What follows belongs to an exercise in optimizing a design on an open flow for small area, a short achievable clock period and few clock cycles; a production flow would make more cautious choices.
Only simulation tests tie the RTL to the original design; equivalence was not proved.
Power figures rest on the tool's default switching activity, not on a simulated workload.

== v6 ==
// GenTrianglePoints
module GenTrianglePoints(
   i_clk, i_rst, i_start, i_v1, i_v2, i_v3,
   o_write, o_done, o_point
);
   parameter SCREEN_WIDTH = 640;
   parameter SCREEN_HEIGHT = 480;
   input         i_clk, i_rst, i_start;
   input [63:0]  i_v1, i_v2, i_v3;  
   output reg    o_write;
   output        o_done;
   output [31:0] o_point;           
   reg st_idle, st_dx, st_dy, st_box, st_mul, st_row, st_walk, st_sweep, st_down;
   reg [10:0] px, py;     
   reg        dir;        
   reg        rsf;        
   reg        hb;         
   reg [3:0]  pos;        
   reg        cxa0, cxa1, cxa2;   
   reg        cya0, cya1, cya2;   
   reg        cxr0, cxr1, cxr2;   
   reg        cyr0, cyr1, cyr2;   
   reg        cn0, cn1, cn2;      
   reg        cdbl, cpass;        
   reg        cdx, cdy;           
   reg [32:0] w0, w1, w2;
   function [32:0] ilv;
      input [14:0] fy, fx;
      integer i;
      begin
         ilv[32:30] = 3'b000;
  ...
For scale: ~2,600 cells after synthesis, ~230 I/O pins, roughly 0.024 mm^2 of cells after synthesis.
==> flow/config.mk <==
export PLATFORM = sky130hd
export DESIGN_NAME = GenTrianglePoints
export DESIGN_NICKNAME = GenTrianglePoints
export VERILOG_FILES = /design/flow/design.v
export SDC_FILE = /design/flow/constraint.sdc
export NUM_CORES = 4
export LEC_CHECK = 0
export CAP_MARGIN = 15
export CORE_MARGIN = 2
export CORE_UTILIZATION = 30
export CTS_CLUSTER_DIAMETER = 60
export CTS_CLUSTER_SIZE = 20
export PLACE_DENSITY = 0.8
export SLEW_MARGIN = 10
==> flow/constraint.sdc <==
create_clock -name core_clock -period 24.0 [get_ports {i_clk}]
set_input_delay 4.8000 -clock core_clock [delete_from_list [all_inputs] [get_ports {i_clk}]]
set_output_delay 4.8000 -clock core_clock [all_outputs]
set_load 0.01 [all_outputs]
standard.sh (not shown) runs the stock make flow with config.mk's settings and CLKGATE_MAP_FILE= SYNTH_SCRIPT=/design/flow/synth_recipe.tcl, a recipe that flattens the netlist after the stock synthesis.
==> flow/flow/run.sh <==
#!/bin/bash
# The standard layout, with plain buffers (rather than delay buffers) on the ports.
set -euo pipefail
export BUFFER_PORTS_ARGS="-buffer_cell sky130_fd_sc_hd__buf_2"
bash standard.sh > standard.log 2>&1
Testbench counts of v6, summed over its fixed seeds: cycles 177,751.
Changes in v7 relative to v6:
Settings: CAP_MARGIN now 30, was 15; CTS_CLUSTER_DIAMETER now 70, was 60; SLEW_MARGIN now 20, was 10; CTS_CLUSTER_SIZE now 24, was 20.
### Flow results
- Leakage dissipation essentially unchanged between v7 and v6.
- Taking v7 as 1.0, v6 lands at 0.895 on wire length on met3.
- [v7] fraction of power spent switching nets rose 0.21 points relative to v6
- v7 has completed all stages; timing, DRC and antenna checks passed.
- Final layout net count: v7 vs v6 identical

========
v15:
GenTrianglePoints, a different RTL version from the one above (not shown whole).
For scale: about 0.025 mm^2 of cells after synthesis.
==> flow/design.v (excerpt) <==
module GenTrianglePoints(
   i_clk, i_rst, i_start, i_v1, i_v2, i_v3,
   o_write, o_done, o_point
);
clock: 24.0 ns
lec_check: 0
cap_margin: 30
core_margin: 2
core_utilization: 30
place_density: 0.8
slew_margin: 20
Scripts as last shown in full above: flow/flow/run.sh
Testbench counts of v15, summed over its fixed seeds: cycles 177,487.
For v8, these inputs were changed with respect to v15:
- setting CTS_CLUSTER_DIAMETER to 60 for the first time
- changing CORE_UTILIZATION from 30 to 65
- setting CTS_CLUSTER_SIZE to 20 for the first time
- Taking v15 as the reference, in v8 wire length went down 1.9%, layout buffering overhead excluding clock cells comparable.
- Period utilization of v8 is on par with v15.
- Share of power burned in the clock network, v15 and v8, higher one = v15.
- Comparing via count for v15 and v8, the bigger number came from v8.
- The final reports for v8 and v15 show detailed route wirelength on metal2 lower in the former.
- Comparing v15 and v8, number of antenna diodes is lower on v8.
- Comparing v8 with v15, the portion of the post-synthesis area used by sequential elements came out essentially unchanged.
- The run showing the smaller routed length per instance is v15.
- Sort v15 and v8 by core footprint asc -> top: v8
### v8 -> v20
- a change of CORE_UTILIZATION from 65 to 30
Results
Per the comparison of v20 with v8, core utilization shows a reduction of 38 points, detail-routed via count per cell decreased about 15%, core outline area rose 0.044 mm^2, area overhead of the layout relative to synthesis increased by 1.9 points relative to the old numbers, non-clock buffer count higher.
The routed wire length in v20 sits about 1.4% above the value recorded for v8.
In the tables for v8 and v20, cell area reads higher with v20.
Inputs modified between v20 and v14:
- CTS_CLUSTER_DIAMETER removed (was 60)
- CTS_CLUSTER_SIZE removed (was 20)
- PLACE_DENSITY removed (was 0.8)
## What came out
- v14 against v20: combinational-cell power consumption essentially unchanged; clock-buffer cell count higher; fraction of cell area in non-clock buffers neither gained nor lost much.
- Routed wire in v14 totals more than in v20.

==> afterwards: timing with drivers on the ports <==
In the flow no input, the clock included, has a driving cell. The finished layouts below were timed again as built, in two steps.
Step 1 (the two cells are an assumption about what drives the block):
set clk [get_ports {i_clk}]
set_driving_cell -lib_cell sky130_fd_sc_hd__clkbuf_16 $clk
set_driving_cell -lib_cell sky130_fd_sc_hd__buf_2 [delete_from_list [all_inputs] $clk]
Step 2 times the ports against the registers' clock, not the clock port: input delays grow and output delays shrink by t, the midpoint of the rising clock arrivals with the driver on.
Slacks: ideal / step 1 / step 2; pairs: ideal / step 1.
run	t, ns	setup WS [ns]	hold slack, ns	worst register clock-pin slew, ns	pins driven straight from the clock port
v6	0.675	18.106 / 18.039 / 18.420	0.432 / 0.432 / 0.432	0.09 / 0.09	1
v7	0.651	18.124 / 18.057 / 18.418	0.435 / 0.435 / 0.435	0.10 / 0.10	1
v15	0.607	18.164 / 18.106 / 18.451	0.430 / 0.430 / 0.430	0.07 / 0.07	1
v8	0.612	18.183 / 18.127 / 18.321	0.435 / 0.435 / 0.435	0.08 / 0.08	1
v20	0.662	18.112 / 18.055 / 18.454	0.431 / 0.431 / 0.431	0.09 / 0.09	1
v14	0.647	18.152 / 18.082 / 18.361	0.422 / 0.422 / 0.422	0.07 / 0.07	1
After both steps every run listed still meets setup and hold.
